Context: an optimization exercise on an open-source flow, tuned for small area, a short achievable clock period and few clock cycles. The choices shown serve that exercise and are no tape-out recipe. Function was checked by simulation only, so behaviour that the tests miss may differ from the original. Power and IR drop assume default switching activity.

`flow/config.mk`:
```
export PLATFORM = sky130hd
export DESIGN_NAME = meh16
export DESIGN_NICKNAME = meh16
export VERILOG_FILES = /design/flow/design.v
export SDC_FILE = /design/flow/constraint.sdc
export NUM_CORES = 4
export LEC_CHECK = 0
export ABC_AREA = 1
export CAP_MARGIN = 20
export CORE_MARGIN = 2
export CORE_UTILIZATION = 40
export SETUP_SLACK_MARGIN = 5
export SLEW_MARGIN = 20
```
`flow/constraint.sdc`:
```
create_clock -name core_clock -period 8.5 [get_ports {clk}]
set_input_delay 1.7000 -clock core_clock [delete_from_list [all_inputs] [get_ports {clk}]]
set_output_delay 1.7000 -clock core_clock [all_outputs]
set_load 0.01 [all_outputs]
```
`flow/design.v`:
```
module meh16(
    input clk,
    input rst,
    input[15:0] in_port,
    output[15:0] out_port,
    output[11:0] mem_addr,
    output[15:0] mem_wdata,
    output mem_we,
    input[15:0] mem_rdata,
    output halted
);
localparam S_F = 4'd0;   
localparam S_M = 4'd1;   
localparam S_W = 4'd2;   
localparam S_P = 4'd3;   
localparam S_X = 4'd4;   
localparam S_L = 4'd5;   
localparam S_R = 4'd6;   
localparam S_T = 4'd7;   
localparam S_B = 4'd8;   
localparam S_C = 4'd9;   
localparam S_Z = 4'd10;  
localparam E_NONE  = 5'd0;
localparam E_LD    = 5'd1;
localparam E_ADD   = 5'd2;   
localparam E_SUB   = 5'd3;   
localparam E_SBB   = 5'd4;
localparam E_INCNC = 5'd5;   
localparam E_AND   = 5'd6;
localparam E_OR    = 5'd7;
localparam E_XOR   = 5'd8;
localparam E_RTR   = 5'd9;
localparam E_NOT   = 5'd10;
localparam E_CLW   = 5'd11;
localparam E_MIW   = 5'd12;
localparam E_BWS   = 5'd13;
localparam E_BWC   = 5'd14;
localparam E_CLRC  = 5'd15;
localparam E_MWO   = 5'd16;
localparam E_BOS   = 5'd17;
localparam E_BOC   = 5'd18;
localparam E_CLO   = 5'd19;
reg[11:0] pc;
reg[15:0] d;
reg[15:0] a;
reg c;
reg[15:0] outr;
reg[11:0] sp;
reg halt;
reg[3:0] st;
reg[4:0] eop;
reg ad_yd, ad_ya, ad_sub, ad_ck, ad_cc;
reg lr;          
reg sq;          
reg sel_pc, sel_d, sel_sp, sel_a;
reg we;
reg wsel_pc;
assign mem_addr = ({12{sel_pc}} & pc) | ({12{sel_d}} & d[11:0]) |
                  ({12{sel_sp}} & sp) | ({12{sel_a}} & a[11:0]);
assign mem_wdata = wsel_pc ? {4'b0, pc} : a;
assign mem_we = we;
assign out_port = outr;
assign halted = halt;
wire[15:0] ins = mem_rdata;
wire[3:0] op = ins[15:12];
wire grp0 = (ins[15:10] == 6'b0);
wire[2:0] bg = ins[6:4];
wire[3:0] lo = ins[3:0];
wire[11:0] pc_inc = pc + 12'd1;
wire z_a = (a == 16'b0);
wire e_a = (eop == E_ADD) || (eop == E_SUB) || (eop == E_SBB) ||
           (eop == E_INCNC) || (eop == E_AND) || (eop == E_OR) ||
           (eop == E_XOR) || (eop == E_RTR) || (eop == E_NOT) ||
           (eop == E_CLW) || (eop == E_MIW) || (eop == E_BWS) ||
           (eop == E_BWC);
wire e_rtl = (eop == E_ADD) && ad_ya;
wire e_c = ((eop == E_ADD) && !ad_ya) || (eop == E_SUB) || (eop == E_SBB);
wire c_f = (eop == E_RTR) ? a[0] : e_rtl ? a[15] :
           (eop == E_CLRC) ? 1'b0 : c;
wire lr_cond = (d[13:12] == 2'b00) ? z_a : (d[13:12] == 2'b01) ? c : a[15];
wire squash = sq | (lr & lr_cond);
wire[11:0] redirect = lr ? d[11:0] : pc_inc;
wire go = (st == S_F) && !halt && !squash;
wire take = (op == 4'hB) || ((op == 4'hC) && z_a && !e_a) ||
            ((op == 4'hD) && c_f && !e_c) || ((op == 4'hE) && a[15] && !e_a);
wire late = (((op == 4'hC) || (op == 4'hE)) && e_a) || ((op == 4'hD) && e_c);
reg[3:0] st_n;
always @(*) begin
    st_n = S_F;
    case (st)
        S_F: if (go) begin
            if (op != 4'h0) begin
                if (op == 4'hF) st_n = S_W;
                else if (op <= 4'hA) st_n = S_M;
            end else if (ins[11:10] != 2'b00) begin
                st_n = S_X;
            end else begin
                case (bg)
                    3'd3, 3'd6: st_n = S_T;
                    3'd7: if (lo >= 4'd2) st_n = S_B;
                    3'd0: case (lo)
                        4'h6: st_n = S_C;
                        4'h7, 4'h8: st_n = S_P;
                        4'hE: st_n = S_W;
                        4'hF: st_n = S_Z;
                        default: ;
                    endcase
                    default: ;
                endcase
            end
        end
        S_X: st_n = (d[11:10] == 2'b11) ? S_R : S_L;
        S_B: st_n = (d[3:0] == 4'd2) ? S_F : S_B;
        default: st_n = S_F;
    endcase
end
wire we_n = go && ((op == 4'h2) || (op == 4'hF) ||
                   (grp0 && (bg == 3'd0) && ((lo == 4'h8) || (lo == 4'hE))));
reg[4:0] eop_n;
reg yd_n, ya_n, sub_n, ck_n, cc_n;
always @(*) begin
    eop_n = E_NONE;
    yd_n = 1'b0;
    ya_n = 1'b0;
    sub_n = 1'b0;
    ck_n = 1'b0;
    cc_n = 1'b0;
    case (st)
        S_F: if (go && grp0) begin
            case (bg)
                3'd1: eop_n = E_BWS;
                3'd2: eop_n = E_BWC;
                3'd4: eop_n = E_BOS;
                3'd5: eop_n = E_BOC;
                3'd7: if (lo == 4'd0) eop_n = E_CLRC;
                      else begin eop_n = E_ADD; ya_n = 1'b1; end
                3'd0: case (lo)
                    4'h1: begin eop_n = E_ADD; ck_n = 1'b1; end
                    4'h2: begin eop_n = E_SUB; sub_n = 1'b1; end
                    4'h3: begin eop_n = E_ADD; ya_n = 1'b1; end
                    4'h4: eop_n = E_RTR;
                    4'h5: eop_n = E_NOT;
                    4'h6: eop_n = E_NOT;
                    4'h9: eop_n = E_MWO;
                    4'hA: eop_n = E_MIW;
                    4'hB: eop_n = E_CLW;
                    4'hC: eop_n = E_CLO;
                    default: ;
                endcase
                default: ;
            endcase
        end
        S_M: case (d[15:12])
            4'h1: eop_n = E_LD;
            4'h3: begin eop_n = E_ADD; yd_n = 1'b1; end
            4'h4: begin eop_n = E_ADD; yd_n = 1'b1; cc_n = 1'b1; end
            4'h5: begin eop_n = E_SUB; yd_n = 1'b1; sub_n = 1'b1; ck_n = 1'b1; end
            4'h6: begin eop_n = E_SBB; yd_n = 1'b1; sub_n = 1'b1; ck_n = 1'b1; cc_n = 1'b1; end
            4'h8: eop_n = E_AND;
            4'h9: eop_n = E_OR;
            4'hA: eop_n = E_XOR;
            default: ;
        endcase
        S_P: if (!d[3]) eop_n = E_LD;
        S_L: eop_n = E_LD;
        S_B: begin eop_n = E_ADD; ya_n = 1'b1; end
        S_C: begin eop_n = E_INCNC; ck_n = 1'b1; end
        default: ;
    endcase
end
wire sp_dec = (st == S_W);
wire[12:0] sp_sum2 = {sp, 1'b1} + {(sp_dec ? 12'hFFF : {2'b00, d[9:0]}), !sp_dec};
wire[11:0] sp_sum = sp_sum2[12:1];
wire[15:0] mask = 16'b1 << d[3:0];
wire[15:0] ay = ({16{ad_yd}} & d) | ({16{ad_ya}} & a);
wire[15:0] ab = ay ^ {16{ad_sub}};
wire cin = ad_ck ^ (ad_cc & c);
wire[16:0] g0 = {a & ab, cin};
wire[16:0] p0 = {a ^ ab, 1'b0};
wire[16:0] g1, p1, g2, p2, g3, p3, g4, p4, g5, g6, g7;
genvar i;
generate
    for (i = 0; i < 17; i = i + 1) begin : up1
        if (i % 2 == 1) begin : n
            assign g1[i] = g0[i] | (p0[i] & g0[i-1]);
            assign p1[i] = p0[i] & p0[i-1];
        end else begin : t
            assign g1[i] = g0[i];
            assign p1[i] = p0[i];
        end
    end
    for (i = 0; i < 17; i = i + 1) begin : up2
        if (i % 4 == 3) begin : n
            assign g2[i] = g1[i] | (p1[i] & g1[i-2]);
            assign p2[i] = p1[i] & p1[i-2];
        end else begin : t
            assign g2[i] = g1[i];
            assign p2[i] = p1[i];
        end
    end
    for (i = 0; i < 17; i = i + 1) begin : up3
        if (i % 8 == 7) begin : n
            assign g3[i] = g2[i] | (p2[i] & g2[i-4]);
            assign p3[i] = p2[i] & p2[i-4];
        end else begin : t
            assign g3[i] = g2[i];
            assign p3[i] = p2[i];
        end
    end
    for (i = 0; i < 17; i = i + 1) begin : up4
        if (i == 15) begin : n
            assign g4[i] = g3[i] | (p3[i] & g3[i-8]);
            assign p4[i] = p3[i] & p3[i-8];
        end else begin : t
            assign g4[i] = g3[i];
            assign p4[i] = p3[i];
        end
    end
    for (i = 0; i < 17; i = i + 1) begin : dn1
        if (i == 11) begin : n
            assign g5[i] = g4[i] | (p4[i] & g4[7]);
        end else begin : t
            assign g5[i] = g4[i];
        end
    end
    for (i = 0; i < 17; i = i + 1) begin : dn2
        if ((i % 4 == 1) && (i > 4)) begin : n
            assign g6[i] = g5[i] | (p4[i] & g5[i-2]);
        end else begin : t
            assign g6[i] = g5[i];
        end
    end
    for (i = 0; i < 17; i = i + 1) begin : dn3
        if ((i % 2 == 0) && (i > 1)) begin : n
            assign g7[i] = g6[i] | (p0[i] & g6[i-1]);
        end else begin : t
            assign g7[i] = g6[i];
        end
    end
endgenerate
wire[15:0] sum = p0[16:1] ^ g7[15:0];
wire cout = g7[16];
reg[15:0] a_e;
reg c_e;
always @(*) begin
    a_e = a;
    c_e = c;
    case (eop)
        E_LD: a_e = d;
        E_ADD: begin a_e = sum; c_e = cout; end
        E_SUB: begin a_e = sum; c_e = !cout; end
        E_SBB: begin a_e = sum; c_e = !cout && !(c && (&d)); end
        E_INCNC: a_e = sum;
        E_AND: a_e = a & d;
        E_OR: a_e = a | d;
        E_XOR: a_e = a ^ d;
        E_RTR: begin a_e = {1'b0, a[15:1]}; c_e = a[0]; end
        E_NOT: a_e = ~a;
        E_CLW: a_e = 16'b0;
        E_MIW: a_e = in_port;
        E_BWS: a_e = a | mask;
        E_BWC: a_e = a & ~mask;
        E_CLRC: c_e = 1'b0;
        default: ;
    endcase
end
wire clr = rst || (st == S_Z);
always @(posedge clk) begin
    if (clr) begin
        a <= 16'b0;
        c <= 1'b0;
        outr <= 16'b0;
        sp <= 12'hFFF;
    end else begin
        a <= a_e;
        c <= c_e;
        case (eop)
            E_MWO: outr <= a;
            E_BOS: outr <= outr | mask;
            E_BOC: outr <= outr & ~mask;
            E_CLO: outr <= 16'b0;
            default: ;
        endcase
        if (st == S_W) sp <= sp_sum;
        else if ((st == S_X) && (d[11:10] != 2'b01)) sp <= sp_sum;
    end
end
always @(posedge clk) begin
    if (rst) begin
        pc <= 12'b0;
    end else begin
        case (st)
            S_F: if (!halt) begin
                if (squash) pc <= redirect;
                else if (take) pc <= ins[11:0];
                else pc <= pc_inc;
            end
            S_W: if (d[15]) pc <= d[11:0];
            S_R: pc <= ins[11:0];
            S_Z: pc <= 12'b0;
            default: ;
        endcase
    end
end
always @(posedge clk) begin
    d[15:12] <= mem_rdata[15:12];
    d[11:4] <= (st == S_X) ? sp_sum[11:4] : mem_rdata[11:4];
    d[3:0] <= (st == S_X) ? sp_sum[3:0] : (st == S_B) ? (d[3:0] - 4'd1) : mem_rdata[3:0];
end
always @(posedge clk) begin
    if (rst) begin
        st <= S_F;
        eop <= E_NONE;
        ad_yd <= 1'b0;
        ad_ya <= 1'b0;
        ad_sub <= 1'b0;
        ad_ck <= 1'b0;
        ad_cc <= 1'b0;
        lr <= 1'b0;
        sq <= 1'b0;
        halt <= 1'b0;
        we <= 1'b0;
        wsel_pc <= 1'b0;
        sel_pc <= 1'b1;
        sel_d <= 1'b0;
        sel_sp <= 1'b0;
        sel_a <= 1'b0;
    end else begin
        st <= st_n;
        eop <= eop_n;
        ad_yd <= yd_n;
        ad_ya <= ya_n;
        ad_sub <= sub_n;
        ad_ck <= ck_n;
        ad_cc <= cc_n;
        lr <= go && late;
        sq <= (st == S_T) && (|((d[6] ? in_port : a) & mask));
        if (go && grp0 && (bg == 3'd0) && (lo == 4'hD)) halt <= 1'b1;
        we <= we_n;
        wsel_pc <= go && (op == 4'hF);
        sel_d <= (st_n == S_M) || (st_n == S_L) || (st_n == S_R);
        sel_sp <= (st_n == S_W);
        sel_a <= (st_n == S_P);
        sel_pc <= !((st_n == S_M) || (st_n == S_L) || (st_n == S_R) ||
                    (st_n == S_W) || (st_n == S_P));
    end
end
endmodule
```
`flow/run.sh`:
```
#!/bin/bash
# synth_recipe.tcl (not shown) runs the flow's synth.tcl, then flattens the netlist and writes it again
# the make line also repeats each setting of config.mk as NAME=value (left out here)
make -C /OpenROAD-flow-scripts/flow DESIGN_CONFIG=/design/flow/config.mk WORK_HOME=/design/flow/orfs CLKGATE_MAP_FILE= SYNTH_SCRIPT=/design/flow/synth_recipe.tcl finish
```
==> notes.md <==
Max Cap Viol 0; fin crit share between 40% and 50%; post-route setup slack 4.99 ns; CP endpoint kind primary output; CP bufs+invs 2; hpwl dp 29.1 mm; CTS root buffer clkbuf_16; # fillers 2374; DP Area 10000 sq um; clock tree sinks 103; Die W 155 microns; ant diodes 0; largest net degree at the start of global routing 30; Power, Total ~1.4 mW; Clock Path Buffers 2; syn nets 1518; final setup fails 0; asr flop ratio synth 0%; Avg Cell Area, Syn 6.35 sq um; antenna-violating nets left 0; WS Path Type flop to primary output; Die Y 155 microns; critical path cell sequence buf_8, o21ai_2, clkdlybuf4s50_1; slew at the pin closest to its max-slew limit slightly above 1 ns; Worst slew margin 31.8%; slowest CP cell clkdlybuf4s50_1; Max Slew Vio Count 0; P_leak 4.76 nW; layout net count 1578; clock insertion delay at the later pin of the skew report ~0.38 ns; initial antenna violation count 0; Initial Util 40.4%; status no timing/DRC/antenna violations; Reg clk slew, reported paths 0.09 ns; non-filler cells, final about 1800; CTS H-Tree Depth 3; share of layout cells above drive strength 1 about 12%; cell area after layout 10900 sq um; top_reg_cell synth dfxtp_1; delay-heaviest family, CP buffers and inverters; WHS 0.480 ns; max frequency 285 MHz; Crit Path Max Fanout 15; Post-Syn Area 9100 sq um; Worst path max stage delay 0.58 ns; total grt overflow 0; EDFF count, synth 0; Mapped Cells 1432; Post-Place Setup Slack 4.30 ns; die area around 24000 sq um; total negative slack 0 ns; CP arrival 1.81 ns; class of the worst hold path flop to flop; Site Rows 55; top-level I/O count 80; CTS tree built; vias per cell 6.21; TritonCTS Buffers 9; RePlAce Congestion around 1; vias in the first global route 10252; Seq cells post-synth between 100 and 150; Final Util a little under 50%; cts-stage hold buffer count 0; DRT iter0 DRCs 1261; Final Hold Vio Count 0; DR DRC count 0; Register Area between 2000 and 2500 sq um; worst clock skew 0.0206 ns; multi-input logic area 6230 sq um; minimum clock period 3.51 ns; peak supply drop 92.5 uV; Detailed Routing Iterations Pass 1 6; PwrDens around 130 nW/um^2; total core area 22500 sq um; Overall Global Routing Usage 33.0%; via count 11075; WL/cell 22.8 microns; Worst Path Required 6.80 ns; sequential fraction of the synthesis area a little under a quarter; first-pass GRT wire length 60.6 mm; dpl cells 1736; port buffer count between 70 and 80; final WL around 41 mm; Synthesis Warnings 1; Worst Setup Start Kind flop; RSZ-0062 raised after global routing true; Area Growth Syn to Fin 19.3%; Synth cell types between 50 and 60
[layout by cell type (no fill, tap or decap), types with 12 or more instances in the layout]
cell type          n
o21ai_0          112
dlymetal6s2s_1    12
nor2_1           122
dfxtp_2           17
nand4_1           22
xor2_1            32
ha_1              42
a2111oi_0         16
o211ai_1          12
o22ai_1           46
a31oi_1           18
dlygate4sd2_1     13
a221oi_1          21
dfxtp_1           72
nand2_1          286
o221ai_1          14
clkinvlp_4        15
nor3_1            24
o21ai_1           16
inv_2             16
a21oi_1          104
a211oi_1          14
buf_4             35
clkdlybuf4s50_1   53
inv_1            131
nand3_1           86
dfxtp_4           14
[worst reg2reg max path, stage by stage (launching register included)]
cell      delay [ns]
dfxtp_2         0.48
clkinv_4        0.16
o22ai_1         0.19
xor2_1          0.11
fa_1            0.47
a31oi_4         0.20
inv_1           0.08
a221o_1         0.35
inv_1           0.12
o21ai_0         0.12
fa_1            0.42
or2_2           0.30
nand3_1         0.08
a21boi_0        0.19
a31oi_1         0.10
[sequential cells by signal, summed over array words and instances, names as in the netlist, 4 cells and up, named ones only]
register,flops
sp,12
eop,5
a,16
outr,16
d,16
st,4
pc,12
[repair_timing]
action,in CTS,in global routing
buffers inserted,14,13
pin swaps,1,4
gates cloned,1,2
gates resized for setup,107,42
setup endpoints to repair,55,54
[cell usage after synthesis, drive strengths merged (20+ instances only)]
library cell | n | area share, %
a21oi | 107 | 5.9
a221oi | 21 | 2.0
buf | 20 | 1.3
clkbuf | 50 | 2.1
dfxtp | 103 | 23
ha | 42 | 5.8
inv | 162 | 6.7
nand2 | 293 | 12
nand3 | 92 | 5.2
nand4 | 22 | 1.5
nor2 | 136 | 5.9
nor3 | 25 | 1.4
o21ai | 132 | 7.3
o22ai | 47 | 3.3
xor2 | 32 | 3.1
[kinds of logic (layout without fill, tap and decap cells)]
| logic type | count (synthesis) | count (layout) | share of synthesized area (%) |
|---|---|---|---|
| buf+inv | 241 | 303 | 10.5 |
| flops | 103 | 103 | 22.7 |
| compound gates | 411 | 411 | 27.5 |
| xor+xnor | 39 | 39 | 3.75 |
| simple gates | 586 | 589 | 27.6 |
| fa+ha+maj | 52 | 52 | 7.98 |
[power breakdown]
| part | leakage (nW) | internal, mW | switching, mW |
|---|---|---|---|
| sequential | 0.855 | 0.510 | 0.0516 |
| combinational | 3.76 | 0.150 | 0.271 |
| clock | 0.147 | 0.209 | 0.233 |
[final timing paths]
check           from            to  slack (ns)  cells past startpoint
max          wsel_pc  mem_wdata[1]        4.99                      3
min             flop         ad_yd        0.48                      1
max reg2reg     d[0]         a[10]        5.02                     14
min reg2reg     flop         ad_yd        0.48                      1
[routing by layer]
metal / vias to the layer above / track usage, % / routed length (microns)
li1: 5091 / - / -
met1: 5147 / 43.0 / 16600
met2: 702 / 51.6 / 17700
met3: 135 / 6.42 / 3980
met4: 0 / 17.5 / 2330
met5: - / 0 / 0
[area by class of cell]
cell class,count,area share [%]
Timing Repair Buffer,116,10.1
Clock inverter,7,0.680
Sequential cell,103,19.7
Multi-Input combinational cell,1091,57.4
Clock buffer,9,2.08
Tap cell,285,3.29
Inverter,171,6.76
Testbench counts, summed over its fixed seeds: cycles 87,480.

-- static timing again, ports no longer ideal --
The flow's constraints put no driver on any port. The routed layout listed below was extracted and timed again, unchanged, in two steps. Step 1 (the two cells are an assumption about what drives the block):
set clk [get_ports {clk}]
set_driving_cell -lib_cell sky130_fd_sc_hd__clkbuf_16 $clk
set_driving_cell -lib_cell sky130_fd_sc_hd__buf_2 [delete_from_list [all_inputs] $clk]
Step 2, shift: input delay + t, output delay - t, t = (earliest + latest rising clock arrival at the registers) / 2. This alone moves slack from input paths to output paths. Three values: ideal, step 1, step 2; two values: the first two.
t (ns): 0.415
setup WS [ns]: 4.994 / 4.947 / 4.730
worst hold slack (ns): 0.480 / 0.480 / 0.480
worst setup path after step 2: input to register
cell pins on the clock port's net: 1
After both steps setup and hold are still met in this run. For this run, drivers alone change the setup slack by -0.047 ns; drivers and shift together by -0.264 ns.
